This design comes from an exercise in tuning for small area and a short achievable clock period on the open sky130 flow, not from production work.
Only simulation tests tie the RTL to the original design; equivalence was not proved.
Power is estimated from default activity; no workload was simulated.

--- config.mk ---
export PLATFORM = sky130hd
export DESIGN_NAME = mips_pipeline
export DESIGN_NICKNAME = mips_pipeline
export VERILOG_FILES = /design/flow/design.v
export SDC_FILE = /design/flow/constraint.sdc
export NUM_CORES = 4
export LEC_CHECK = 0
export CAP_MARGIN = 20
export CORE_MARGIN = 2
export CORE_UTILIZATION = 30
export PLACE_DENSITY = 0.45
export SETUP_SLACK_MARGIN = 0.1
export SLEW_MARGIN = 20
--- constraint.sdc ---
create_clock -name core_clock -period 13.0 [get_ports {clk}]
set_input_delay 2.6000 -clock core_clock [delete_from_list [all_inputs] [get_ports {clk}]]
set_output_delay 2.6000 -clock core_clock [all_outputs]
set_load 0.01 [all_outputs]
--- design.v ---
module adder #(
    parameter size = 8
) (
    input [size-1:0] a,
    input [size-1:0] b,
    input cin,
    output cout,
    output [size-1:0] sum
);
    assign {cout, sum} = a + b + cin;
endmodule
module mux2to1 #(
    parameter size = 8
) (
    input [size-1:0] i0, 
    input [size-1:0] i1,
    input sel,
    output [size-1:0] y
);
    assign y = (sel == 1'b1) ? i1 : i0;
endmodule
module mux4to1 #(
    parameter size = 8
) (
    input [size-1:0] i0, 
    input [size-1:0] i1,
    input [size-1:0] i2,
    input [size-1:0] i3,
    input [1:0] sel,
    output [size-1:0] y
);
    assign y = (sel == 2'b00) ? i0 :
               (sel == 2'b01) ? i1 :
               (sel == 2'b10) ? i2 :
               i3;
endmodule
module register #(
    parameter size = 8
) (
    input clk,
    input rst,
    input clr,
    input ld,
    input [size-1:0] d_in,
    output reg [size-1:0] d_out
);
    always @(posedge clk, posedge rst) begin
        if (rst)
            d_out <= {{size}{1'b0}};
        else if (clr==1'b1)
            d_out <= {{size}{1'b0}};
        else if (ld)
            d_out <= d_in;
    end
endmodule
module sign_ext (
    input sgn,
    input [15:0] d_in,
    output [31:0] d_out
);
    assign d_out = (sgn == 1'b1) ? {{16{d_in[15]}}, d_in} : {16'b0, d_in};
endmodule
module alu #(
    parameter size=32
) (
    input [size-1:0] a, 
    input [size-1:0] b,
    input [3:0] ctrl,
    output [size-1:0] y,
    output zero
);
    wire [32:0] res;
    wire [32:0] opA;
    wire [32:0] opB;
    wire [63:0] opSRA;
    wire ov;
    assign res = opA + opB;
    assign ov = (opA[32] & opB[32] & (~res[32])) | ((~opA[32]) & (~opB[32]) & res[32]);
    assign y = (ctrl == 4'b0000) ? (a & b) :
               (ctrl == 4'b0001) ? (a | b) :
               (ctrl == 4'b0010) ? (a ^ b) : 
               (ctrl == 4'b0011) ? ~(a | b) : 
               (ctrl == 4'b0100) ? res[31:0] :
               (ctrl == 4'b0101) ? res[31:0] :
               (ctrl == 4'b0110) ? res[31:0] :
               (ctrl == 4'b0111) ? res[31:0] :
               (ctrl == 4'b1000) ? {31'b0, res[32]} :
               (ctrl == 4'b1001) ? {31'b0, res[32]} : 
               (ctrl == 4'b1010) ? b << a[4:0] :
               (ctrl == 4'b1011) ? b >> a[4:0] : 
               (ctrl == 4'b1100) ? opSRA[31:0] :
               (ctrl == 4'b1101) ? {b[15:0], 16'b0} :  
               32'd0;
    assign opA = (ctrl == 4'b0000) ? 33'b0 :
                 (ctrl == 4'b0001) ? 33'b0 : 
                 (ctrl == 4'b0010) ? 33'b0 : 
                 (ctrl == 4'b0011) ? 33'b0 : 
                 (ctrl == 4'b0100) ? {a[31], a} :
                 (ctrl == 4'b0101) ? {1'b0, a} :
                 (ctrl == 4'b0110) ? {a[31], a} :
                 (ctrl == 4'b0111) ? {1'b0, a} :
                 (ctrl == 4'b1000) ? {a[31], a} :
                 (ctrl == 4'b1001) ? {1'b0, a} :
                 33'd0;
    assign opB = (ctrl == 4'b0000) ? 33'b0 :
                 (ctrl == 4'b0001) ? 33'b0 : 
                 (ctrl == 4'b0010) ? 33'b0 : 
                 (ctrl == 4'b0011) ? 33'b0 : 
                 (ctrl == 4'b0100) ? {b[31], b} :
                 (ctrl == 4'b0101) ? {1'b0, b} :
                 (ctrl == 4'b0110) ? (~{b[31], b} + 1'b1):
                 (ctrl == 4'b0111) ? (~{1'b0, b} + 1'b1) :
                 (ctrl == 4'b1000) ? (~{b[31], b} + 1'b1) :
                 (ctrl == 4'b1001) ? (~{1'b0, b} + 1'b1) :
                 33'd0;
    assign opSRA = (ctrl == 4'b1100) ? ({{32{b[31]}},b} >> a[4:0]) : 64'b0;
    assign zero = (y == 32'd0) ? 1'b1 : 1'b0;
endmodule
module reg_file (
    input clk,
    input rst,
    input reg_write,  
    input [4:0] rd_reg1, 
    input [4:0] rd_reg2, 
    input [4:0] wr_reg,
    input [31:0] wr_data,
    output [31:0] rd_data1, 
    output [31:0] rd_data2  
);
    reg [31:0] register_file [0:31];
    integer i;
    assign rd_data1 = register_file[rd_reg1];
    assign rd_data2 = register_file[rd_reg2];    
    always @(negedge clk, posedge rst)begin
        if (rst == 1'b1)
            for (i=0; i<32; i=i+1 )
                register_file[i] <= 32'd0;
        else if (reg_write == 1'b1)
            if(wr_reg != 5'd0)begin
                register_file[wr_reg] <= wr_data;
            end
    end
endmodule
module datapath (
    input clk,
    input rst,
    input PC_stall,
    input NOP,
    input IF_ID_en,
    input IF_flush,
    input ID_flush,
    input PC_src,
    input immSgn,
    input [1:0] jal_en,
    input[1:0] jump,
    input[1:0] forwardSrc1, 
    input[1:0] forwardSrc2,
    input[10:0] control_signals,
    input[31:0] inst, 
    input[31:0] data_in,
    output are_equal, 
    output zero, 
    output ID_EX_memread, 
    output ID_EX_reg_write, 
    output EX_MEM_reg_write, 
    output MEM_WB_reg_write, 
    output mem_read, 
    output mem_write,
    output[5:0] opcode, 
    output[5:0] func,
    output[4:0] ID_EX_rs,
    output[4:0] ID_EX_rt,
    output[4:0] ID_EX_rw,
    output[4:0] IF_ID_rs,
    output[4:0] IF_ID_rt,
    output[4:0] EX_MEM_rd,
    output[4:0] MEM_WB_rd,
    output[31:0] inst_adr, 
    output[31:0] data_adr, 
    output[31:0] data_out
);
    wire MEM_WB_rf_write_en;
    wire ALU_src_OP2;
    wire ID_EX_rd_src;
    wire EX_MEM_mem_to_reg;
    wire shft;
    wire link;
    wire [4:0] ID_rd_link;
    wire [31:0] ID_ALU_Src1_S;
    wire [31:0] ID_ALU_Src2_S;
    wire [3:0] ID_EX_memory_signals;
    wire [3:0] ALU_OPERATION;
    wire [4:0] ID_rf_src1;
    wire [4:0] ID_rf_src2;
    wire [4:0] ID_rf_rd;
    wire [4:0] shamnt;
    wire [4:0] EX_WrReg4RF;
    wire [4:0] ID_EX_rd;
    wire [4:0] RF_WR_Src;
    wire [4:0] MEM_WB_rf_rw;
    wire [10:0] control_signals_nop;
    wire [15:0] Inst4SgnExt;
    wire [25:0] jump_immediate;
    wire [27:0] jump_immediate_00;
    wire [31:0] IF_PC_In;
    wire [31:0] IF_PC_Out;
    wire [31:0] ID_PCplus4;
    wire [31:0] ID_EX_rf_src2_data;
    wire [31:0] MEM_WB_rf_data;
    wire [31:0] jump_address;
    wire [31:0] ALU_OP1;
    wire [31:0] ALU_OP2;
    wire [31:0] ID_ALU_Src1_L1;
    wire [31:0] ID_ALU_Src2_L1;
    wire [31:0] ID_ALU_Src1;
    wire [31:0] ID_ALU_Src2;
    wire [31:0] RF_src1_data;
    wire [31:0] RF_src2_data;
    wire [31:0] PCplus4;
    wire [31:0] BEQ_address;
    wire [31:0] alu_out;
    wire [31:0] sgn_ext_out;
    wire [31:0] sgn_ext_out_00;
    wire [31:0] EX_MEM_ALU_Out;
    wire [31:0] RF_WR_Data;
    wire [31:0] MEM_rf_data;
    wire [63:0] IF_ID_out; 
    wire [37:0] MEM_WB_out; 
    wire [73:0] EX_MEM_out;
    wire [121:0] ID_EX_out;
    register #(
        .size(32)
    ) PC (
        .clk(clk),
        .rst(rst),
        .clr(1'b0),
        .ld(PC_stall),
        .d_in(IF_PC_In),
        .d_out(IF_PC_Out)
    );
    adder #(
        .size(32)
    ) PCC_ADDER (
        .a(IF_PC_Out),
        .b(32'd4),
        .cin(1'b0),
        .cout(),
        .sum(PCplus4)
    );
    mux2to1 #(
        .size(32)
    ) PC_Input_Src_MUX (
        .i0(PCplus4), 
        .i1(jump_address),
        .sel(PC_src),
        .y(IF_PC_In)
    );
    mux4to1 #(
        .size(32)
    ) JUMP_ADDRESS_MUX (
        .i0(BEQ_address), 
        .i1({IF_ID_out[63:60], jump_immediate_00}),
        .i2(ID_ALU_Src1_L1),
        .i3(sgn_ext_out_00),
        .sel(jump),
        .y(jump_address)
    );
    register #(
        .size(64)
    ) IF_ID_reg (
        .clk(clk),
        .rst(rst),
        .clr(IF_flush),
        .ld(IF_ID_en),
        .d_in({PCplus4, inst}),
        .d_out(IF_ID_out)
    );
    assign func = IF_ID_out[5:0];
    assign Inst4SgnExt = IF_ID_out[15:0];
    assign jump_immediate = IF_ID_out[25:0];
    assign shamnt = IF_ID_out[10:6];
    assign ID_rf_rd = IF_ID_out[15:11];
    assign ID_rf_src2 = IF_ID_out[20:16];
    assign ID_rf_src1 = IF_ID_out[25:21];
    assign opcode = IF_ID_out[31:26];
    assign ID_PCplus4 = IF_ID_out[63:32];
    assign IF_ID_rs = ID_rf_src1;
    assign IF_ID_rt = ID_rf_src2;
    assign ID_EX_rw = EX_WrReg4RF;
    assign shft = control_signals_nop[10];
    assign inst_adr = IF_PC_Out;
    assign ALU_src_OP2 = control_signals_nop[5];
    assign are_equal = (ID_ALU_Src1_L1 == ID_ALU_Src2_L1) ? 1'b1 : 1'b0;
    reg_file RF (
        .clk(clk),
        .rst(rst),
        .reg_write(MEM_WB_rf_write_en),  
        .rd_reg1(ID_rf_src1), 
        .rd_reg2(ID_rf_src2), 
        .wr_reg(RF_WR_Src),
        .wr_data(RF_WR_Data),
        .rd_data1(RF_src1_data), 
        .rd_data2(RF_src2_data)
    );
    assign RF_WR_Data = MEM_WB_rf_data;
    assign RF_WR_Src = MEM_WB_rf_rw;
    assign link = jal_en[1] | jal_en[0];
    assign ID_rd_link = jal_en[0] ? 5'b11111 : ID_rf_rd;
    sign_ext SGN_EXT (
        .sgn(immSgn),
        .d_in(Inst4SgnExt),
        .d_out(sgn_ext_out)
    );
    assign sgn_ext_out_00 = {sgn_ext_out[29:0], 2'b00};
    assign jump_immediate_00 = {jump_immediate, 2'b00};
    adder #(
        .size(32)
    ) BEQ_ADDRESS_ADDER (
        .a(ID_PCplus4),
        .b(sgn_ext_out_00),
        .cin(1'b0),
        .cout(),
        .sum(BEQ_address)
    );
    mux2to1 #(
        .size(11)
    ) STALL_MUX (
        .i0(control_signals), 
        .i1(11'b0),
        .sel(NOP),
        .y(control_signals_nop)
    );
    mux4to1 #(
        .size(32)
    ) MUX_ALU_Src1_L1 (
        .i0(RF_src1_data), 
        .i1(alu_out),
        .i2(MEM_rf_data),
        .i3(MEM_WB_rf_data),
        .sel(forwardSrc1),
        .y(ID_ALU_Src1_L1)
    );
    mux2to1 #(
        .size(32)
    ) MUX_ALU_Src1 (
        .i0(ID_ALU_Src1_L1), 
        .i1({27'b0, shamnt}),
        .sel(shft),
        .y(ID_ALU_Src1_S)
    );
    mux4to1 #(
        .size(32)
    ) MUX_ALU_Src2_L1 (
        .i0(RF_src2_data), 
        .i1(alu_out),
        .i2(MEM_rf_data),
        .i3(MEM_WB_rf_data),
        .sel(forwardSrc2),
        .y(ID_ALU_Src2_L1)
    );
    mux2to1 #(
        .size(32)
    ) MUX_ALU_Src2 (
        .i0(ID_ALU_Src2_L1), 
        .i1(sgn_ext_out),
        .sel(ALU_src_OP2),
        .y(ID_ALU_Src2_S)
    );
    assign ID_ALU_Src1 = link ? ID_PCplus4 : ID_ALU_Src1_S;
    assign ID_ALU_Src2 = link ? 32'd0 : ID_ALU_Src2_S;
    register #(
        .size(122)
    ) ID_EX_reg (
        .clk(clk),
        .rst(rst),
        .clr(ID_flush),
        .ld(1'b1),
        .d_in({ID_rf_src1, ID_rf_src2, ID_rd_link, ID_ALU_Src2_L1, control_signals_nop, ID_ALU_Src2, ID_ALU_Src1}),
        .d_out(ID_EX_out)
    );
    assign ALU_OP1 = ID_EX_out[31:0];
    assign ALU_OP2 = ID_EX_out[63:32];
    assign ALU_OPERATION = ID_EX_out[68:65];
    assign ID_EX_memread = ID_EX_out[70];
    assign ID_EX_rs = ID_EX_out[121:117];
    assign ID_EX_rt = ID_EX_out[116:112];
    assign ID_EX_rd = ID_EX_out[111:107];
    assign ID_EX_reg_write = ID_EX_out[72];
    assign ID_EX_rf_src2_data = ID_EX_out[106:75];
    assign ID_EX_rd_src = ID_EX_out[64];
    assign ID_EX_memory_signals = ID_EX_out[73:70];
    alu #(
        .size(32)
    ) ALU (
        .a(ALU_OP1), 
        .b(ALU_OP2),
        .ctrl(ALU_OPERATION),
        .y(alu_out),
        .zero(zero)
    );
    mux2to1 #(
        .size(5)
    ) MUX6 (
        .i0(ID_EX_rt), 
        .i1(ID_EX_rd),
        .sel(ID_EX_rd_src),
        .y(EX_WrReg4RF)
    );       
    register #(
        .size(74)
    ) EX_MEM_reg (
        .clk(clk),
        .rst(rst),
        .clr(1'b0),
        .ld(1'b1),
        .d_in({ID_EX_memory_signals, zero, alu_out, ID_EX_rf_src2_data, EX_WrReg4RF}),
        .d_out(EX_MEM_out)
    );
    assign EX_MEM_ALU_Out = EX_MEM_out[68:37];
    assign EX_MEM_mem_to_reg = EX_MEM_out[73];
    assign EX_MEM_reg_write = EX_MEM_out[72];
    assign EX_MEM_rd = EX_MEM_out[4:0];
    assign mem_read = EX_MEM_out[70];
    assign mem_write = EX_MEM_out[71];
    assign data_adr = EX_MEM_ALU_Out;
    assign data_out = EX_MEM_out[36:5];
    mux2to1 #(
        .size(32)
    ) MUX7 (
        .i0(data_in), 
        .i1(EX_MEM_ALU_Out),
        .sel(EX_MEM_mem_to_reg),
        .y(MEM_rf_data)
    );
    register #(
        .size(38)
    ) MEM_WB_reg (
        .clk(clk),
        .rst(rst),
        .clr(1'b0),
        .ld(1'b1),
        .d_in({EX_MEM_reg_write, MEM_rf_data, EX_MEM_rd}),
        .d_out(MEM_WB_out)
    );
    assign MEM_WB_rf_rw = MEM_WB_out[4:0];
    assign MEM_WB_rf_data = MEM_WB_out[36:5];
    assign MEM_WB_rf_write_en = MEM_WB_out[37];
    assign MEM_WB_reg_write = MEM_WB_rf_write_en;
    assign MEM_WB_rd = MEM_WB_rf_rw; 
endmodule
module alu_controller (
    input [3:0] alu_op,
    input [5:0] func,
    output [3:0] operation
);
    wire [3:0] op;
    assign operation = (alu_op == 4'b0000) ? 4'b0100  :  
                       (alu_op == 4'b0001) ? 4'b0110 :   
                       (alu_op == 4'b0010) ? op :        
                       (alu_op == 4'b0011) ? 4'b1000 :   
                       (alu_op == 4'b0110) ? 4'b1001 :   
                       (alu_op == 4'b0100) ? 4'b0100 :   
                       (alu_op == 4'b0101) ? 4'b0101 :   
                       (alu_op == 4'b0111) ? 4'b0000 :   
                       (alu_op == 4'b1000) ? 4'b0001 :   
                       (alu_op == 4'b1001) ? 4'b0010 :   
                       (alu_op == 4'b1010) ? 4'b1101 :   
                       4'b0000;                          
    assign op = (func == 6'b100100) ? 4'b0000 :  
                (func == 6'b100101) ? 4'b0001 :  
                (func == 6'b100110) ? 4'b0010 :  
                (func == 6'b100111) ? 4'b0011 :  
                (func == 6'b100000) ? 4'b0100 :  
                (func == 6'b100001) ? 4'b0101 :  
                (func == 6'b100010) ? 4'b0110 :  
                (func == 6'b100011) ? 4'b0111 :  
                (func == 6'b101010) ? 4'b1000 :  
                (func == 6'b101011) ? 4'b1001 :  
                (func == 6'b000100) ? 4'b1010 :  
                (func == 6'b000110) ? 4'b1011 :  
                (func == 6'b000111) ? 4'b1100 :  
                (func == 6'b000000) ? 4'b1010 :  
                (func == 6'b000011) ? 4'b1100 :  
                (func == 6'b000010) ? 4'b1011 :  
                4'b0000;                         
endmodule
module hazard_unit (
    input ID_EX_memread,
    input[4:0] ID_EX_rt, 
    input[4:0] IF_ID_rs, 
    input[4:0] IF_ID_rt,
    output pc_en, 
    output IF_ID_en, 
    output c_or_nop
);
    assign {pc_en, IF_ID_en, c_or_nop} = (ID_EX_memread == 1 && (ID_EX_rt == IF_ID_rs || ID_EX_rt == IF_ID_rt)) ? 3'b001 : 3'b110;
endmodule
module forwarding_unit (
    input ID_EX_reg_write, 
    input EX_MEM_reg_write, 
    input MEM_WB_reg_write,
    input[4:0] IF_ID_rs, 
    input[4:0] IF_ID_rt, 
    input[4:0] ID_EX_rw, 
    input[4:0] EX_MEM_rd, 
    input[4:0] MEM_WB_rd,
    output [1:0] forwardSrc1,
    output [1:0] forwardSrc2
);
    assign forwardSrc1 = (ID_EX_reg_write == 1'b1 && IF_ID_rs == ID_EX_rw && ID_EX_rw != 5'b0)    ? 2'b01 :
                      (EX_MEM_reg_write == 1'b1 && IF_ID_rs == EX_MEM_rd && EX_MEM_rd != 5'b0) ? 2'b10 :
                      (MEM_WB_reg_write == 1'b1 && IF_ID_rs == MEM_WB_rd && MEM_WB_rd != 5'b0) ? 2'b11 : 
                      2'b00;
    assign forwardSrc2 = (ID_EX_reg_write == 1'b1 && IF_ID_rt == ID_EX_rw && ID_EX_rw != 5'b0)    ? 2'b01 :
                      (EX_MEM_reg_write == 1'b1 && IF_ID_rt == EX_MEM_rd && EX_MEM_rd != 5'b0) ? 2'b10 :
                      (MEM_WB_reg_write == 1'b1 && IF_ID_rt == MEM_WB_rd && MEM_WB_rd != 5'b0) ? 2'b11 : 
                      2'b00;
endmodule
module controller ( 
    input are_equal,
    input zero,
    input ID_EX_memread,
    input ID_EX_reg_write,
    input EX_MEM_reg_write,
    input MEM_WB_reg_write,
    input [4:0] ID_EX_rs, 
    input [4:0] ID_EX_rt, 
    input [4:0] ID_EX_rw, 
    input [4:0] IF_ID_rs, 
    input [4:0] IF_ID_rt, 
    input [4:0] EX_MEM_rd, 
    input [4:0] MEM_WB_rd,
    input [5:0] opcode,
    input [5:0] func,
    output PC_stall,
    output NOP,
    output IF_ID_en,
    output ID_flush,
    output IF_flush, 
    output PC_src,
    output immSgn,
    output [1:0] jal_en,
    output [1:0] jump,
    output [1:0] forwardSrc1,
    output [1:0] forwardSrc2,
    output [10:0] control_signals
);
    wire alu_src_b;
    wire mem_read;
    wire mem_write;
    wire reg_write;
    wire reg_dst;
    wire mem_to_reg;
    wire ID_flush_taken;
    wire IF_flush_dec;
    wire h1_pce;
    wire h1_ie;
    wire beq_taken;
    wire bne_taken;
    wire [3:0] alu_op;       
    wire [3:0] operation;
    alu_controller ALU_CTRL (
            .alu_op(alu_op),
            .func(func),
            .operation(operation)
    );
    hazard_unit MEMORY_HU (
        .ID_EX_memread(ID_EX_memread),
        .ID_EX_rt(ID_EX_rt), 
        .IF_ID_rs(IF_ID_rs), 
        .IF_ID_rt(IF_ID_rt),
        .pc_en(h1_pce), 
        .IF_ID_en(h1_ie), 
        .c_or_nop(NOP)
    );
    forwarding_unit ID_FU (
        .ID_EX_reg_write(ID_EX_reg_write), 
        .EX_MEM_reg_write(EX_MEM_reg_write), 
        .MEM_WB_reg_write(MEM_WB_reg_write),
        .IF_ID_rs(IF_ID_rs), 
        .IF_ID_rt(IF_ID_rt), 
        .ID_EX_rw(ID_EX_rw), 
        .EX_MEM_rd(EX_MEM_rd), 
        .MEM_WB_rd(MEM_WB_rd),
        .forwardSrc1(forwardSrc1),
        .forwardSrc2(forwardSrc2)
    );
    assign {IF_flush_dec, ID_flush_taken, immSgn, mem_to_reg, reg_write, mem_write, mem_read, alu_src_b, reg_dst, alu_op, PC_src, jump, jal_en, shft} =
        (opcode == 6'b000000 && func == 6'b001000) ? 19'b1_1_0_0_0_0_0_0_0_0000_1_10_00_0 :  
        (opcode == 6'b000000 && func == 6'b001001) ? 19'b1_0_0_1_1_0_0_0_1_0101_1_10_10_0 : 
        (opcode == 6'b000000 && func == 6'b000000) ? 19'b0_0_0_1_1_0_0_0_1_0010_0_00_00_1 :
        (opcode == 6'b000000 && func == 6'b000011) ? 19'b0_0_0_1_1_0_0_0_1_0010_0_00_00_1 :
        (opcode == 6'b000000 && func == 6'b000010) ? 19'b0_0_0_1_1_0_0_0_1_0010_0_00_00_1 : 
        (opcode == 6'b000011) ? 19'b1_0_0_1_1_0_0_0_1_0101_1_01_01_0 :
        (opcode == 6'b000000) ? 19'b0_0_0_1_1_0_0_0_1_0010_0_00_00_0 : 
        (opcode == 6'b100011) ? 19'b0_0_0_0_1_0_1_1_0_0000_0_00_00_0 : 
        (opcode == 6'b101011) ? 19'b0_0_0_1_0_1_0_1_0_0000_0_00_00_0 : 
        (opcode == 6'b000100) ? {beq_taken, beq_taken, 11'b1_0_0_0_0_0_0_0000, beq_taken, 2'b00, 2'b00, 1'b0} : 
        (opcode == 6'b000101) ? {bne_taken, bne_taken, 11'b1_0_0_0_0_0_0_0000, bne_taken, 2'b00, 2'b00, 1'b0} : 
        (opcode == 6'b001000) ? 19'b0_0_1_1_1_0_0_1_0_0100_0_00_00_0 : 
        (opcode == 6'b001001) ? 19'b0_0_0_1_1_0_0_1_0_0101_0_00_00_0 : 
        (opcode == 6'b001010) ? 19'b0_0_1_1_1_0_0_1_0_0011_0_00_00_0 : 
        (opcode == 6'b001011) ? 19'b0_0_0_1_1_0_0_1_0_0110_0_00_00_0 : 
        (opcode == 6'b000010) ? 19'b1_1_0_0_0_0_0_0_0_0000_1_01_00_0 : 
        (opcode == 6'b001100) ? 19'b0_0_1_1_1_0_0_1_0_0111_0_00_00_0 : 
        (opcode == 6'b001101) ? 19'b0_0_1_1_1_0_0_1_0_1000_0_00_00_0 : 
        (opcode == 6'b001110) ? 19'b0_0_1_1_1_0_0_1_0_1001_0_00_00_0 : 
        (opcode == 6'b001111) ? 19'b0_0_1_1_1_0_0_1_0_1010_0_00_00_0 : 
                                19'b0_0_0_0_0_0_0_0_0_1010_0_00_00_0;
    assign beq_taken = are_equal;
    assign bne_taken = ~are_equal;
    assign control_signals = {shft, mem_to_reg, reg_write, mem_write, mem_read, alu_src_b, operation, reg_dst}; 
    assign IF_flush = IF_flush_dec & ~NOP;
    assign PC_stall = h1_pce;
    assign IF_ID_en = h1_ie;
    assign ID_flush = ID_flush_taken;
endmodule
module mips_pipeline (
    input clk,
    input rst,
    input [31:0] inst,
    input  [31:0] data_in,
    output mem_read,
    output mem_write,       
    output [31:0] inst_adr,
    output [31:0] data_adr,
    output [31:0] data_out
);
    wire PC_stall;
    wire NOP;
    wire IF_ID_en;
    wire IF_flush;
    wire ID_flush;
    wire PC_src;
    wire ID_EX_memread;
    wire ID_EX_reg_write;
    wire EX_MEM_reg_write;
    wire MEM_WB_reg_write;
    wire are_equal;
    wire zero;
    wire immSgn;
    wire [1:0] jump; 
    wire [1:0] forwardSrc1;
    wire [1:0] forwardSrc2;
    wire [1:0] jal_en;
    wire [2:0] alu_ctrl;
    wire [4:0] ID_EX_rw;
    wire [4:0] IF_ID_rs;
    wire [4:0] IF_ID_rt;
    wire [4:0] ID_EX_rs;
    wire [4:0] ID_EX_rt;
    wire [4:0] EX_MEM_rd;
    wire [4:0] MEM_WB_rd;
    wire [5:0] opcode;
    wire [5:0] func;
    wire [10:0] control_signals; 
    datapath DP (
        .clk(clk),
        .rst(rst),
        .control_signals(control_signals),
        .PC_stall(PC_stall),
        .NOP(NOP),
        .IF_ID_en(IF_ID_en),
        .IF_flush(IF_flush),
        .ID_flush(ID_flush),
        .PC_src(PC_src),
        .immSgn(immSgn),
        .jal_en(jal_en),
        .jump(jump),
        .ID_EX_memread(ID_EX_memread),
        .ID_EX_rw(ID_EX_rw),
        .IF_ID_rs(IF_ID_rs),
        .IF_ID_rt(IF_ID_rt),
        .ID_EX_rs(ID_EX_rs),
        .ID_EX_rt(ID_EX_rt),
        .EX_MEM_rd(EX_MEM_rd),
        .ID_EX_reg_write(ID_EX_reg_write),
        .EX_MEM_reg_write(EX_MEM_reg_write),
        .MEM_WB_reg_write(MEM_WB_reg_write),
        .MEM_WB_rd(MEM_WB_rd),
        .forwardSrc1(forwardSrc1),
        .forwardSrc2(forwardSrc2),
        .mem_read(mem_read),
        .mem_write(mem_write),
        .are_equal(are_equal),
        .zero(zero),
        .inst_adr(inst_adr),
        .data_adr(data_adr),
        .data_out(data_out),
        .inst(inst),
        .data_in(data_in),
        .opcode(opcode),
        .func(func)
    );
    controller CU ( 
        .PC_stall(PC_stall),
        .NOP(NOP),
        .IF_ID_en(IF_ID_en),
        .IF_flush(IF_flush),
        .ID_flush(ID_flush),
        .PC_src(PC_src),
        .immSgn(immSgn),
        .jal_en(jal_en),
        .forwardSrc1(forwardSrc1),
        .forwardSrc2(forwardSrc2),
        .jump(jump),
        .control_signals(control_signals),
        .are_equal(are_equal),
        .zero(zero),
        .ID_EX_memread(ID_EX_memread),
        .ID_EX_reg_write(ID_EX_reg_write),
        .EX_MEM_reg_write(EX_MEM_reg_write),
        .MEM_WB_reg_write(MEM_WB_reg_write),
        .ID_EX_rs(ID_EX_rs),
        .ID_EX_rt(ID_EX_rt),
        .ID_EX_rw(ID_EX_rw),
        .IF_ID_rs(IF_ID_rs),
        .IF_ID_rt(IF_ID_rt),
        .EX_MEM_rd(EX_MEM_rd),
        .MEM_WB_rd(MEM_WB_rd),
        .opcode(opcode),
        .func(func)
    );
endmodule
--- run.sh ---
#!/bin/bash
# synth_recipe.tcl (not shown) runs the flow's synth.tcl, then flattens the netlist and writes it again
# the make line also repeats each setting of config.mk as NAME=value (left out here)
make -C /OpenROAD-flow-scripts/flow DESIGN_CONFIG=/design/flow/config.mk WORK_HOME=/design/flow/orfs CLKGATE_MAP_FILE= SYNTH_SCRIPT=/design/flow/synth_recipe.tcl finish
==> impl_summary.log <==
INFO  metric report.final.slew_viol_count = 0
INFO  metric cts_buffer_depth = 4
INFO  metric grt_first_pass_wirelength = roughly 670,000 um
INFO  metric netlist_top_cells_area = sky130_fd_sc_hd__dfrtn_1 (32%), sky130_fd_sc_hd__mux2_2 (15%), sky130_fd_sc_hd__dfrtp_1 (9.9%), sky130_fd_sc_hd__a22oi_1 (5.6%), sky130_fd_sc_hd__nor2_1 (2.5%)
INFO  metric post_cts_hold_buffer_count = 0
INFO  metric synth-async-reset-ratio = 100.0%
INFO  metric drt_drc_violations_left = 0
INFO  metric globalRouteOverflowTotal = 0
INFO  metric cp.arrival = between 10 and 15 ns
INFO  metric timing.setup.tns = 0 ns
INFO  metric report.final.hold_viol_count = 0
INFO  metric synth_top_cell_area_share = between 30% and 40%
INFO  metric crit_path_max_fanout = 7
INFO  metric post_cts.repair.setup_buffers = 0
INFO  metric finalWirelength = ~500,000 um
INFO  metric placedCellCount = 11,380
INFO  metric crit_path_frequent_cell = sky130_fd_sc_hd__nand4_1
INFO  metric required = roughly 14 ns
INFO  metric synthesized_instance_count = 8,093
INFO  metric finalWeightedCongestion = between 0.9 and 1
INFO  metric rr_endpoint = DP.PC.d_out[15]$_DFFE_PP0N_
INFO  metric preCtsSetupSlack = 0.7521 ns
INFO  metric synth.distinct_cells = approximately 120
INFO  metric synth.yosys.warnings = 8
INFO  metric max_cap_viol_count = 0
INFO  metric worst_setup_end_kind = flip-flop
INFO  metric fin_skew = around 0.13 ns
INFO  metric instances_no_fill = between 10,000 and 15,000
INFO  metric hp-start = DP.ID_EX_reg.d_out[100]$_DFF_PP0_
INFO  metric ant_nets = 0
INFO  metric synthDominantAreaCellType = sky130_fd_sc_hd__dfrtn_1
INFO  metric unrepaired_setup_endpoints_after_global_routing = false
INFO  metric worst_setup_path_start_kind = flip-flop
INFO  metric crit_path_cell_trace = mux2_2 > a32oi_1 > nand4_1 > a2111oi_0 > a211oi_1 > o32ai_1 > a31oi_1 > o211ai_1 > nor4bb_1 > nand4_1 > nor4_2 > nand2_2 > mux2i_4 > nor3_1 > a221oi_1
INFO  metric design.core.area = between 200,000 and 300,000 sq um
INFO  metric rows = 191
INFO  metric clk_root_buf = sky130_fd_sc_hd__clkbuf_16
INFO  metric dr_total_vias = between 80,000 and 90,000
INFO  metric starting_density_of_the_core = 30.07%
INFO  metric post_drt_via_cell_ratio = between 6 and 7
INFO  metric detail_route.iter0.violations = approximately 13,000
INFO  metric syn-cell-area = between 80,000 and 90,000 sq um
INFO  metric post_drt_wl_per_cell = approximately 43 um
INFO  metric critical_path.top_delay_family = compound AO/OA/AOI/OAI gates
INFO  metric slew_headroom = between 6 and 7%
INFO  metric hpwl = between 300,000 and 400,000 um
INFO  metric cts.sinks = ~1,300
INFO  metric die_w = approximately 520 um
INFO  metric layout.cells.most_common = sky130_fd_sc_hd__mux2_2
INFO  metric layout_setup_ws = 0.4356 ns
INFO  metric drive_above_1_share = between 20% and 30%
INFO  metric postSynthRegisterBits = 1,346
INFO  metric layout_net_count = 8,169
INFO  metric layout.filler_cells = between 20,000 and 30,000
INFO  metric hold_end = DP.EX_MEM_reg.d_out[30]$_DFF_PP0_
INFO  metric clkLatencyLatePin = around 0.90 ns
INFO  metric io_buffers = 163
INFO  metric share_of_synthesized_area_occupied_by_flip_flops_and_latches = about two fifths
INFO  metric pin_count_of_the_biggest_net_entering_global_routing = 110
INFO  metric track_usage = between 30% and 40%
INFO  metric final_cell_mix = sky130_fd_sc_hd__mux2_2 (1,059), sky130_fd_sc_hd__dfrtn_1 (1,024), sky130_fd_sc_hd__a22oi_1 (606)
INFO  metric syn_avg_cell_area = 10.03 sq um
INFO  metric reg2reg_from = DP.RF.register_file[19][13]$_DFFE_NP0P_
INFO  metric synth_enable_flop_cells = 0
INFO  metric criticalPathCategory = flip-flop to flip-flop
INFO  metric vert_die_dim = ~520 um
INFO  metric die_area = 274,900 sq um
INFO  metric post-layout-total-power = about 16,000 uW
INFO  metric clock_tree.htree_level_count = 4
INFO  metric hold_path.class = flip-flop to flip-flop
INFO  metric cts_resized = 0
INFO  metric antenna_violations_before_repair = 57
INFO  metric setup-violations-final = 0
INFO  metric timing.reg2reg.setup_slack = between 0.4 and 0.5 ns
INFO  metric slowest_stage = sky130_fd_sc_hd__a2111oi_0
INFO  metric syn_nets = ~8,300
INFO  metric synth-main-ff-cell = sky130_fd_sc_hd__dfrtn_1
INFO  metric io-pin-count = ~160
INFO  metric power-per-cell-area = approximately 170 nW/um^2
INFO  metric p_leak = just over 0.04 uW
INFO  metric largest_voltage_drop_on_the_vdd_net = between 0.1 and 0.15 mV
INFO  metric rr_worst_depth = 15
INFO  metric crit_buf_inv = 0
INFO  metric first_global_vias = between 70,000 and 80,000
INFO  metric area.growth.synth_to_final = 14.60%
INFO  metric firstDrtPassIters = 7
INFO  metric cts_buffers = ~160
INFO  metric worst_path_largest_cell_delay = between 0.9 and 1 ns
INFO  metric clock_tree_from_tritoncts = built
INFO  metric worst_slew_pin_slew = 1.404 ns
INFO  metric clk_transition_reported_paths = ~0.060 ns
INFO  metric worstHoldPathCells = 0
INFO  metric outcome = no timing/DRC/antenna violations
==> area by class of cell <==
cell class              count  area (sq um)  area share [%]
clock buffers             229          4713           5.065
well taps                3570          4467           4.800
flip-flops and latches   1346         33720           36.24
clock inverters            51         708.2          0.7610
repair buffers            514          4454           4.786
inverters                 165         623.1          0.6696
multi-input cells        5782         44260           47.56
diodes                     43         107.6          0.1156
==> worst max-delay path by stage <==
| stage | from | end | cells past startpoint |
|---|---|---|---|
| after floorplan | rst | DP.RF.register_file[0][0]$_DFFE_NP0P_ | 1 |
| after global placement | DP.RF.register_file[31][23]$_DFFE_NP0P_ | DP.PC.d_out[9]$_DFFE_PP0N_ | 14 |
| after detailed placement | DP.RF.register_file[19][13]$_DFFE_NP0P_ | DP.PC.d_out[8]$_DFFE_PP0N_ | 15 |
| after CTS | DP.RF.register_file[19][13]$_DFFE_NP0P_ | DP.PC.d_out[8]$_DFFE_PP0N_ | 15 |
| after global routing | DP.RF.register_file[19][13]$_DFFE_NP0P_ | DP.PC.d_out[15]$_DFFE_PP0N_ | 15 |
| final | DP.RF.register_file[19][13]$_DFFE_NP0P_ | DP.PC.d_out[15]$_DFFE_PP0N_ | 15 |
==> synth_stat cells (78+ instances only) <==
master and n:
sky130_fd_sc_hd__a2111oi_0 84, sky130_fd_sc_hd__a211oi_1 82, sky130_fd_sc_hd__a21oi_1 271, sky130_fd_sc_hd__a221oi_1 78
sky130_fd_sc_hd__a22oi_1 606, sky130_fd_sc_hd__and3_1 296, sky130_fd_sc_hd__buf_1 94, sky130_fd_sc_hd__buf_2 178
sky130_fd_sc_hd__clkbuf_1 486, sky130_fd_sc_hd__dfrtn_1 1024, sky130_fd_sc_hd__dfrtp_1 322, sky130_fd_sc_hd__ha_1 128
sky130_fd_sc_hd__inv_1 162, sky130_fd_sc_hd__mux2_2 1059, sky130_fd_sc_hd__mux2i_1 120, sky130_fd_sc_hd__nand2_1 416
sky130_fd_sc_hd__nand3_1 314, sky130_fd_sc_hd__nand4_1 185, sky130_fd_sc_hd__nor2_1 542, sky130_fd_sc_hd__nor3_1 119
sky130_fd_sc_hd__nor4_1 79, sky130_fd_sc_hd__o21ai_0 215, sky130_fd_sc_hd__o22ai_1 89, sky130_fd_sc_hd__xnor2_1 108
==> power by group <==
part	leakage, uW	switching, uW	internal (uW)	total [uW]
registers	0.0179	1030	5030	6060
clock network	0.00265	2020	2820	4850
logic	0.0204	3240	1880	5120
total	0.0410	6300	9730	16000
==> routing by layer <==
metal  routed length, um  vias up  track usage [%]
li1                    -    30350                -
met1              192900    41160            45.69
met2              204100     6830            49.56
met3               67300     1872            13.41
met4               37990       24            22.29
met5                 167        -          0.01733
==> metrics by stage <==
stage / utilization, % / hold slack (ns) / instance area [sq um]
floorplan: - / 0.3312 / 81210
global placement: 32.39 / 0.3373 / 87460
detailed placement: 32.41 / 0.3347 / 87520
CTS: 34.42 / 0.2923 / 92940
global route: 34.42 / 0.3042 / 92960
finish: 34.46 / 0.2962 / 93060
==> sequential cells by signal (all words and copies together), names as in the netlist <==
register             cells
DP.MEM_WB_reg.d_out     38
DP.ID_EX_reg.d_out     115
DP.EX_MEM_reg.d_out     73
DP.RF.register_file   1024
DP.IF_ID_reg.d_out      64
DP.PC.d_out             32
==> cells by family (layout without fill, tap and decap cells) <==
logic type / Yosys count / in the layout / synth area share (%)
adders and majority gates: 130 / 130 / 2.022
DFF: 1346 / 1346 / 41.48
muxes: 1242 / 1242 / 17.87
buffers and inverters: 965 / 959 / 5.023
AOI/OAI and AO/OA: 1981 / 1981 / 17.63
other: 0 / 43 / 0
and+or+nand+nor: 2272 / 2272 / 14.28
xor gates and xnor gates: 157 / 157 / 1.703
